Context: an optimization exercise on an open-source flow, tuned for small area. The choices shown serve that exercise and are no tape-out recipe. Function not checked in this run: the RTL went through the layout flow alone. Power and IR drop assume default switching activity.

<file path="design/flow/config.mk">
export PLATFORM = sky130hd
export DESIGN_NAME = VGADisplay
export DESIGN_NICKNAME = VGADisplay
export VERILOG_FILES = /design/flow/design.v
export SDC_FILE = /design/flow/constraint.sdc
export NUM_CORES = 4
export LEC_CHECK = 0
export CAP_MARGIN = 20
export CORE_MARGIN = 2
export CORE_UTILIZATION = 40
export SLEW_MARGIN = 20
</file>
<file path="design/flow/constraint.sdc">
create_clock -name core_clock -period 15.0 [get_ports {pixel_clock}]
set_input_delay 3.0000 -clock core_clock [delete_from_list [all_inputs] [get_ports {pixel_clock}]]
set_output_delay 3.0000 -clock core_clock [all_outputs]
set_load 0.01 [all_outputs]
</file>
<file path="design/flow/design.v">
module VGADisplay_SyncGenerator #(   
		parameter SYNC_PULSE = 96, 		 
		parameter BACK_PORCH = 60, 		 
		parameter ACTIVE_REGION = 640, 	 
		parameter FRONT_PORCH = 4, 		 
		parameter POS_SIZE = 9, 			 
		parameter COUNT_SIZE = 9 			 
	)
	(pixel_clock, reset, enable, VGA_S, pos, count_zero);
	parameter LINE_LENGTH = SYNC_PULSE + BACK_PORCH + ACTIVE_REGION + FRONT_PORCH;
	input pixel_clock;  
	input reset;         
	input enable;        
	output reg VGA_S;        
	output reg [POS_SIZE:0] pos;      
	output count_zero;   
	reg [COUNT_SIZE:0] count;
	assign count_zero = (count == 0);
	always @(posedge pixel_clock or negedge reset) begin
		if (~reset) begin   
			count <= 0;
			pos <= ~0;   
			VGA_S <= 0;
		end
		else if (enable) begin   
			if (count < SYNC_PULSE - 1) begin   
				VGA_S <= 0;
			end
			else if (count < SYNC_PULSE + BACK_PORCH - 1) begin   
				VGA_S <= 1;
			end
			else if (count < SYNC_PULSE + BACK_PORCH + ACTIVE_REGION - 1) begin   
				pos <= pos + 1;
			end
			else begin   
				pos <= ~0;   
			end
			if (count == LINE_LENGTH - 1) begin
				count <= 0;
			end
			else begin
				count <= count + 1;
			end
		end   
	end   
endmodule
module start_vga(x, y, r, g, b);
	input [9:0] x;
	input [8:0] y;
	output reg [3:0] r;
	output reg [3:0] g;
	output reg [3:0] b;
	reg result;
	function reg check_O;
		input signed [20:0] x;
		input signed [20:0] y;
		reg signed [20:0] dx;
		reg signed [20:0] dy;
		begin 
			dx = 2500 + x * x - 100 * x;
			dy = 2500 + y * y - 100 * y;
			if ((dx + dy >= 1225) && (dx + dy <= 2025))
			begin
				check_O = 1'b1;
			end
			else
			begin
				check_O = 1'b0;
			end
		end
	endfunction
	function reg check_X;
		input signed [20:0] x;
		input signed [20:0] y;
		begin 
			if ((x + y > 93) && (x + y < 107) && (x - y < 80) && (x - y > -80))
			begin 
				check_X = 1'b1;
			end
			else if ((x - y > -7) && (x - y < 7) && (x + y > 20) && (x + y < 180))
			begin 
				check_X = 1'b1;
			end
			else 
			begin
				check_X = 1'b0;
			end
		end
	endfunction
	always @(*)
	begin
      if ((x - 90) <= 100 && (y - 190) <= 100)
			begin
        result = check_O(x-90, y-190);
        if (result == 1)
        begin
          r = 4'd13;
			 g = 4'd5;
			 b = 4'd13;
        end
        else
        begin
          r = 4'd0;
          g = 4'd0;
          b = 4'd0;
        end
      end
      else if ((x - 330) <= 100 && (y - 190) <= 100)
			begin
        result = check_O(x-330, y-190);
        if (result == 1)
        begin
          r = 4'd13;
			 g = 4'd5;
			 b = 4'd13;
        end
        else
        begin
          r = 4'd0;
          g = 4'd0;
          b = 4'd0;
        end
      end
      else if ((x - 210) <= 100 && (y - 190) <= 100)
			begin
        result = check_X(x-210, y-190);
        if (result == 1)
        begin
          r = 4'd0;
					g = 4'd12;
					b = 4'd12;
        end
        else
        begin
          r = 4'd0;
          g = 4'd0;
          b = 4'd0;
        end
      end
      else if ((x - 450) <= 100 && (y - 190) <= 100)
			begin
        result = check_X(x-450, y-190);
        if (result == 1)
        begin
          r = 4'd0;
					g = 4'd12;
					b = 4'd12;
        end
        else
        begin
          r = 4'd0;
          g = 4'd0;
          b = 4'd0;
        end
		  end
  		else
  		begin
  			r = 4'd0;
  			g = 4'd0;
  			b = 4'd0;
  		end
	end
endmodule 
module RGB_get(x, y, a1, a2, a3, a4, a5, a6, a7, a8, a9, r, g, b);
	input [9:0] x;
	input [8:0] y;
	input [1:0] a1;
	input [1:0] a2;
	input [1:0] a3;
	input [1:0] a4;
	input [1:0] a5;
	input [1:0] a6;
	input [1:0] a7;
	input [1:0] a8;
	input [1:0] a9;
	output reg [3:0] r;
	output reg [3:0] g;
	output reg [3:0] b;
	reg result;
	function reg check_O;
		input signed [20:0] x;
		input signed [20:0] y;
		reg signed [20:0] dx;
		reg signed [20:0] dy;
		begin 
			dx = 2500 + x * x - 100 * x;
			dy = 2500 + y * y - 100 * y;
			if ((dx + dy >= 1225) && (dx + dy <= 2025))
			begin
				check_O = 1'b1;
			end
			else
			begin
				check_O = 1'b0;
			end
		end
	endfunction
	function reg check_X;
		input signed [20:0] x;
		input signed [20:0] y;
		begin 
			if ((x + y > 93) && (x + y < 107) && (x - y < 80) && (x - y > -80))
			begin 
				check_X = 1'b1;
			end
			else if ((x - y > -7) && (x - y < 7) && (x + y > 20) && (x + y < 180))
			begin 
				check_X = 1'b1;
			end
			else 
			begin
				check_X = 1'b0;
			end
		end
	endfunction
	always @(*)
	begin
		if ((x > 160) && (y > 80) && (x < 480) && (y < 400))
		begin
			if ((x - 160) <= 100 && (y - 80) <= 100)
			begin
				if (a1 == 2'd2)
				begin
					result = check_X(x-160, y-80);
					if (result == 1)
					begin
						r = 4'd0;
						g = 4'd12;
						b = 4'd12;
					end
					else
					begin
						r = 4'd0;
						g = 4'd0;
						b = 4'd0;
					end
				end
				else if (a1 == 2'd1)
				begin
					result = check_O(x-160, y-80);
					if (result == 1)
					begin
						r = 4'd13;
						g = 4'd5;
						b = 4'd13;
					end
					else
					begin
						r = 4'd0;
						g = 4'd0;
						b = 4'd0;
					end
				end
				else
				begin
					r = 4'd0;
					g = 4'd0;
					b = 4'd0;
				end
			end
			else if ((x - 270) <= 100 && (y - 80) <= 100)
			begin
				if (a2 == 2'd2)
				begin
					result = check_X(x-270, y-80);
					if (result == 1)
					begin
						r = 4'd0;
						g = 4'd12;
						b = 4'd12;
					end
					else
					begin
						r = 4'd0;
						g = 4'd0;
						b = 4'd0;
					end
				end
				else if (a2 == 2'd1)
				begin
					result = check_O(x-270, y-80);
					if (result == 1)
					begin
						r = 4'd13;
						g = 4'd5;
						b = 4'd13;
					end
					else
					begin
						r = 4'd0;
						g = 4'd0;
						b = 4'd0;
					end
				end
				else
				begin
					r = 4'd0;
					g = 4'd0;
					b = 4'd0;
				end
			end
			else if ((x - 380) <= 100 && (y - 80) <= 100)
			begin
				if (a3 == 2'd2)
				begin
					result = check_X(x-380, y-80);
					if (result == 1)
					begin
						r = 4'd0;
						g = 4'd12;
						b = 4'd12;
					end
					else
					begin
						r = 4'd0;
						g = 4'd0;
						b = 4'd0;
					end
				end
				else if (a3 == 2'd1)
				begin
					result = check_O(x-380, y-80);
					if (result == 1)
					begin
						r = 4'd13;
						g = 4'd5;
						b = 4'd13;
					end
					else
					begin
						r = 4'd0;
						g = 4'd0;
						b = 4'd0;
					end
				end
				else
				begin
					r = 4'd0;
					g = 4'd0;
					b = 4'd0;
				end
			end
			else if ((x - 160) <= 100 && (y - 190) <= 100)
			begin
				if (a4 == 2'd2)
				begin
					result = check_X(x-160, y-190);
					if (result == 1)
					begin
						r = 4'd0;
						g = 4'd12;
						b = 4'd12;
					end
					else
					begin
						r = 4'd0;
						g = 4'd0;
						b = 4'd0;
					end
				end
				else if (a4 == 2'd1)
				begin
					result = check_O(x-160, y-190);
					if (result == 1)
					begin
						r = 4'd13;
						g = 4'd5;
						b = 4'd13;
					end
					else
					begin
						r = 4'd0;
						g = 4'd0;
						b = 4'd0;
					end
				end
				else
				begin
					r = 4'd0;
					g = 4'd0;
					b = 4'd0;
				end
			end
			else if ((x - 270) <= 100 && (y - 190) <= 100)
			begin
				if (a5 == 2'd2)
				begin
					result = check_X(x-270, y-190);
					if (result == 1)
					begin
						r = 4'd0;
						g = 4'd12;
						b = 4'd12;
					end
					else
					begin
						r = 4'd0;
						g = 4'd0;
						b = 4'd0;
					end
				end
				else if (a5 == 2'd1)
				begin
					result = check_O(x-270, y-190);
					if (result == 1)
					begin
						r = 4'd13;
						g = 4'd5;
						b = 4'd13;
					end
					else
					begin
						r = 4'd0;
						g = 4'd0;
						b = 4'd0;
					end
				end
				else
				begin
					r = 4'd0;
					g = 4'd0;
					b = 4'd0;
				end
			end
			else if ((x - 380) <= 100 && (y - 190) <= 100)
			begin
				if (a6 == 2'd2)
				begin
					result = check_X(x-380, y-190);
					if (result == 1)
					begin
						r = 4'd0;
						g = 4'd12;
						b = 4'd12;
					end
					else
					begin
						r = 4'd0;
						g = 4'd0;
						b = 4'd0;
					end
				end
				else if (a6 == 2'd1)
				begin
					result = check_O(x-380, y-190);
					if (result == 1)
					begin
						r = 4'd13;
						g = 4'd5;
						b = 4'd13;
					end
					else
					begin
						r = 4'd0;
						g = 4'd0;
						b = 4'd0;
					end
				end
				else
				begin
					r = 4'd0;
					g = 4'd0;
					b = 4'd0;
				end
			end
			else if ((x - 160) <= 100 && (y - 300) <= 100)
			begin
				if (a7 == 2'd2)
				begin
					result = check_X(x-160, y-300);
					if (result == 1)
					begin
						r = 4'd0;
						g = 4'd12;
						b = 4'd12;
					end
					else
					begin
						r = 4'd0;
						g = 4'd0;
						b = 4'd0;
					end
				end
				else if (a7 == 2'd1)
				begin
					result = check_O(x-160, y-300);
					if (result == 1)
					begin
						r = 4'd13;
						g = 4'd5;
						b = 4'd13;
					end
					else
					begin
						r = 4'd0;
						g = 4'd0;
						b = 4'd0;
					end
				end
				else
				begin
					r = 4'd0;
					g = 4'd0;
					b = 4'd0;
				end
			end
			else if ((x - 270) <= 100 && (y - 300) <= 100)
			begin
				if (a8 == 2'd2)
				begin
					result = check_X(x-270, y-300);
					if (result == 1)
					begin
						r = 4'd0;
						g = 4'd12;
						b = 4'd12;
					end
					else
					begin
						r = 4'd0;
						g = 4'd0;
						b = 4'd0;
					end
				end
				else if (a8 == 2'd1)
				begin
					result = check_O(x-270, y-300);
					if (result == 1)
					begin
						r = 4'd13;
						g = 4'd5;
						b = 4'd13;
					end
					else
					begin
						r = 4'd0;
						g = 4'd0;
						b = 4'd0;
					end
				end
				else
				begin
					r = 4'd0;
					g = 4'd0;
					b = 4'd0;
				end
			end
			else if ((x - 380) <= 100 && (y - 300) <= 100)
			begin
				if (a9 == 2'd2)
				begin
					result = check_X(x-380, y-300);
					if (result == 1)
					begin
						r = 4'd0;
						g = 4'd12;
						b = 4'd12;
					end
					else
					begin
						r = 4'd0;
						g = 4'd0;
						b = 4'd0;
					end
				end
				else if (a9 == 2'd1)
				begin
					result = check_O(x-380, y-300);
					if (result == 1)
					begin
						r = 4'd13;
						g = 4'd5;
						b = 4'd13;
					end
					else
					begin
						r = 4'd0;
						g = 4'd0;
						b = 4'd0;
					end
				end
				else
				begin
					r = 4'd0;
					g = 4'd0;
					b = 4'd0;
				end
			end
			else
			begin
				r = 4'd12;
				g = 4'd12;
				b = 4'd12;
			end
		end
		else
		begin
			r = 4'd0;
			g = 4'd0;
			b = 4'd0;
		end
	end
endmodule 
module VGADisplay(pixel_clock, reset, start, a1, a2, a3, a4, a5, a6, a7, a8, a9, VGA_R, VGA_G, VGA_B, VGA_HS, VGA_VS);
	input pixel_clock;
	input reset;
	input start;
	input [1:0] a1;	 
	input [1:0] a2;	 
	input [1:0] a3;	 
	input [1:0] a4;	 
	input [1:0] a5;	 
	input [1:0] a6;	 
	input [1:0] a7;	 
	input [1:0] a8;	 
	input [1:0] a9;	 
	output reg [3:0] VGA_R;	 
	output reg [3:0] VGA_G;	 
	output reg [3:0] VGA_B;	 
	output VGA_HS;				 
	output VGA_VS;				 
	wire [9:0] x;
	wire [8:0] y;
	wire h_count_zero;
	wire v_count_zero;
	VGADisplay_SyncGenerator HSyncGenerator(pixel_clock, reset, 1'b1, VGA_HS, x, h_count_zero);
	wire hsync_fall = VGA_HS & h_count_zero;
	VGADisplay_SyncGenerator #(2, 33, 480, 10, 8, 9) VSyncGenerator(pixel_clock, reset, hsync_fall, VGA_VS, y, v_count_zero);
	wire [3:0] R_start;
   wire [3:0] G_start;
   wire [3:0] B_start;
	start_vga StartPixelGenerator(x, y, R_start, G_start, B_start);
	wire [3:0] R;
   wire [3:0] G;
   wire [3:0] B;
   RGB_get PixelGenerator(x, y, a1, a2, a3, a4, a5, a6, a7, a8, a9, R, G, B);
	always @(posedge pixel_clock or negedge reset) begin
		if (~reset) begin
			VGA_R <= 0;
			VGA_G <= 0;
			VGA_B <= 0;
		end
		else begin
			if ((x == ~10'b0) || (y == ~9'b0)) begin
				VGA_R <= 0;
				VGA_G <= 0;
				VGA_B <= 0;
			end
			else begin   
				if (start == 0) begin
					VGA_R <= R_start;
					VGA_G <= G_start;
					VGA_B <= B_start;
				end
				else begin
					VGA_R <= R;
					VGA_G <= G;
					VGA_B <= B;
				end
			end   
		end   
	end   
endmodule
</file>
<file path="design/flow/run.sh">
#!/bin/bash
# synth_recipe.tcl (not shown) runs the flow's synth.tcl, then flattens the netlist and writes it again
# the make line also repeats each setting of config.mk as NAME=value (left out here)
make -C /OpenROAD-flow-scripts/flow DESIGN_CONFIG=/design/flow/config.mk WORK_HOME=/design/flow/orfs CLKGATE_MAP_FILE= SYNTH_SCRIPT=/design/flow/synth_recipe.tcl finish
</file>
==> run notes <==
-- cells in the mapped netlist, types with 30 or more instances --
cell       number  area [µm²]
a211oi_1      108       810.8
a211o_1        31       271.5
and2_1         34       212.7
clkbuf_1      142       533.0
a2111oi_0      33       289.0
o21bai_1       90       675.7
and3_1         51       319.1
nor2_1        649        2436
nand2b_1      112       700.7
or2_2          33       206.5
nor2b_1        97       606.8
a21o_1        141        1059
o21ai_0       336        1682
nor4_1         61       381.6
nand4_1        38       237.7
o31ai_1        30       225.2
xor2_1        154        1349
o21a_1         95       713.2
xnor2_1       479        4195
a21oi_1       484        2422
o211ai_1       62       465.5
ha_1         1173       14680
a31oi_1        70       437.9
nand3_1       151       755.7
nor3_1        192       960.9
nand2_1       477        1790
inv_1        1371        5146
fa_1          925       18520
or3_1          68       425.4
-- critical path, delay by kind of cell, from the launching register on --
kind,cells,cell delay [ps]
adder cells (fa/ha/maj),12,5470
AO/OA/AOI/OAI,12,3190
AND/OR/NAND/NOR,8,1800
buffers and inverters,4,1590
flip-flops,1,860
multiplexers,1,400
-- placed cells by master, fill, tap and decap left out, drive strengths merged, types with 23 or more instances in the layout --
cell	n
a21oi	487
xnor2	480
nor2	650
nor3	192
ha	1173
and3	51
clkdlybuf4s50	30
o21a	95
buf	149
a211o	31
nor4	61
o211ai	62
dfrtp	26
mux2i	29
nand2b	112
o31ai	32
nand2	477
nor2b	98
nand4	38
inv	1375
and2	35
fa	925
or3	68
nand3	151
o21bai	92
a21o	141
a2111oi	38
or2	34
a31oi	70
nor3b	27
xor2	154
o2111ai	28
a21boi	30
a211oi	110
or4	23
o21ai	346
-- final timing paths --
path | start | end | slack (ps) | depth (start not counted)
worst max-delay path | HSyncGenerator.pos[5] | VGA_G[2] | 1550 | 37
worst min-delay path | VSyncGenerator.count[7] | VSyncGenerator.count[7] | 490 | 1
worst max register to register | HSyncGenerator.pos[5] | VGA_G[2] | 1550 | 37
worst min register to register | VSyncGenerator.count[7] | VSyncGenerator.count[7] | 490 | 1
max in group asynchronous | reset | VGA_R[2] | 11640 | 2
min in group asynchronous | reset | VSyncGenerator.VGA_S | 2810 | 2
-- cell families after synthesis --
| logic type | count (synthesis) |
|---|---|
| fa+ha+maj | 2098 |
| buf+inv | 1564 |
| flops | 45 |
| other cells | 2 |
| compound gates | 1864 |
| xor+xnor | 637 |
| simple gates | 2091 |
| mux | 40 |
-- metal layers --
metal  global-route usage  up-vias
li1                     -    28430
met1               0.3545    30020
met2               0.4390     2088
met3              0.03221      442
met4               0.1414        2
met5                    0        -
-- stage by stage --
step	cell area, µm²	setup WS, ps	instances	power [mW]
detailed placement	72830	1919	10660	0.3096
CTS	73000	1828	10670	0.4625
global route	73010	820.8	10670	0.4847
floorplan	68940	3153	8346	0.2420
global placement	72770	2225	10660	0.3073
finish	73030	1555	10680	0.4637
-- flip-flops by register name, indices dropped and copies added, names as in the netlist --
register              count
HSyncGenerator.VGA_S      1
VSyncGenerator.VGA_S      1
HSyncGenerator.pos       10
HSyncGenerator.count     10
VGA_G                     2
VGA_R                     2
VSyncGenerator.pos        9
VSyncGenerator.count     10
-- final cells by class --
type                       instances  area [µm²]  share of cell area
multi-input combinational       6737       62160              0.8512
inverter                        1387        5206             0.07129
tap                             2310        2890             0.03958
timing repair buffer             179        1424             0.01950
sequential                        45        1150             0.01575
clock buffer                       5       125.1            0.001713
clock inverter                     3       46.29           0.0006339
antenna                            9       22.52           0.0003084
-- power by group --
| part | internal [mW] | total [mW] | switching, mW |
|---|---|---|---|
| Sequential | 0.122 | 0.123 | 0.000866 |
| Combinational | 0.0760 | 0.190 | 0.114 |
| Clock | 0.0796 | 0.151 | 0.0718 |
| Total | 0.278 | 0.464 | 0.186 |
==> results.sh <==
export IMPL_finalHoldViolations=0
export IMPL_vias_per_cell=5.713
export IMPL_finalSetupTns_ps=0
export IMPL_whs_ps=492.2
export IMPL_post_dp_hpwl_um=200700
export IMPL_netlist_area_mm2=0.06892
export IMPL_vias=60990
export IMPL_yosys_area_share_simple=0.1465
export IMPL_ctsHtreeMaxLevel=2
export IMPL_wl_met3_um=15530
export IMPL_fin_worst_skew_ps=10.26
export IMPL_rsz0062_at_grt="no"
export IMPL_cts_buffers=5
export IMPL_slew_viol_final=0
export IMPL_maxSlewHeadroom=0.1522
export IMPL_arrival_ps=13700
export IMPL_chipWidth_um=419.1
export IMPL_synth_compound_area_frac=0.1814
export IMPL_ys_flop_type="dfrtp_1"
export IMPL_cap_viol_max_count=0
export IMPL_drt_iter0_drc=5297
export IMPL_syn_inst=8341
export IMPL_slowest_delay_ps=860
export IMPL_drc=0
export IMPL_critPathRequiredTime_ps=15250
export IMPL_area_delta_synth_final_pct=5.953
export IMPL_grt_pass1_wl_um=364900
export IMPL_row_count=152
export IMPL_synth_seq_cells=45
export IMPL_routabilityCongestion=1.002
export IMPL_drive_gt1_frac=0.03794
export IMPL_setup_viol=0
export IMPL_wl_um=239500
export IMPL_grt_max_degree=47
export IMPL_tightest_slew_ps=1263
export IMPL_cts_tree="yes"
export IMPL_fp_dieH_um=419.1
export IMPL_dieArea_mm2=0.1756
export IMPL_highest_layer="met5"
export IMPL_port_buffers=31
export IMPL_path_class="reg2reg"
export IMPL_nNetsFinal=10470
export IMPL_cts_resized=0
export IMPL_drtPass1Iterations=6
export IMPL_postCtsHoldBufs=0
export IMPL_cts_clk_slew_worst_paths_ps=90
export IMPL_io_pins=35
export IMPL_grtUsageTotal=0.2712
export IMPL_fin_crit_sh=0.8964
export IMPL_synth_adder_area_share=0.4816
export IMPL_synth_top_family_by_area="adder cells"
export IMPL_synth_area_mux_share=0.006009
export IMPL_cts_sinks=45
export IMPL_yosysSeqAreaShare=0.01668
export IMPL_initial_core_util=0.4022
export IMPL_avgSynthCellArea_um2=8.263
export IMPL_grt_pass1_vias=60690
export IMPL_async_reset_ff_frac=1.000
export IMPL_routedWlPerCell_um=22.44
export IMPL_power_per_cell_area_mw_per_mm2=6.350
export IMPL_final_util=0.4262
export IMPL_synth_warnings=5
export IMPL_insertion_delay_ps=340
export IMPL_antenna_found_initial=6
export IMPL_crit_fanout=19
export IMPL_synthXorXnorAreaFrac=0.08167
export IMPL_coreArea_mm2=0.1714
export IMPL_cts_root_buf="clkbuf_16"
export IMPL_status="timing/DRC/antenna clean"
export IMPL_synth_edf_count=0
export IMPL_post_cts_buffers=0
export IMPL_critPathLaunchType="flop"
export IMPL_fillerInstances=17300
export IMPL_min_period_ps=13450
export IMPL_ys_types=108
export IMPL_met1Wirelength_um=100500
export IMPL_wl_met2_um=108200
export IMPL_ant_nets=0
export IMPL_cts_max_path_buffers=2
export IMPL_ir_worst_vdd_mv=0.03848
export IMPL_end_kind="flop"
export IMPL_grt_remaining_overflow=0
export IMPL_max_freq_mhz=74.38
export IMPL_min_path_type="reg2reg"
export IMPL_leakagePower_nw=35.64
export IMPL_cpMaxStageDelayCell="dfstp_2"

-- separate check: timing with driven ports --
No port has a modelled driver above. Below, the same layout with a new extraction and two added sets of constraints.
Step 1 assumes that a clkbuf_16 drives the clock port and a buf_2 every other input.
Step 2 times the ports against the registers' clock, not the clock port: input delays grow and output delays shrink by t, the midpoint of the rising clock arrivals with the driver on.
Three values: no drivers, after step 1, after step 2; two values: the first two.
t, ns: 0.393
slack for setup (ns): 1.555 / 1.555 / 1.555
worst hold slack (ns): 0.492 / 0.492 / 0.492
cell pins on the clock port's net: 1
After both steps setup and hold are still met in this run. The setup slack of this run moves by 0.000 ns with the drivers and by 0.000 ns with both steps.
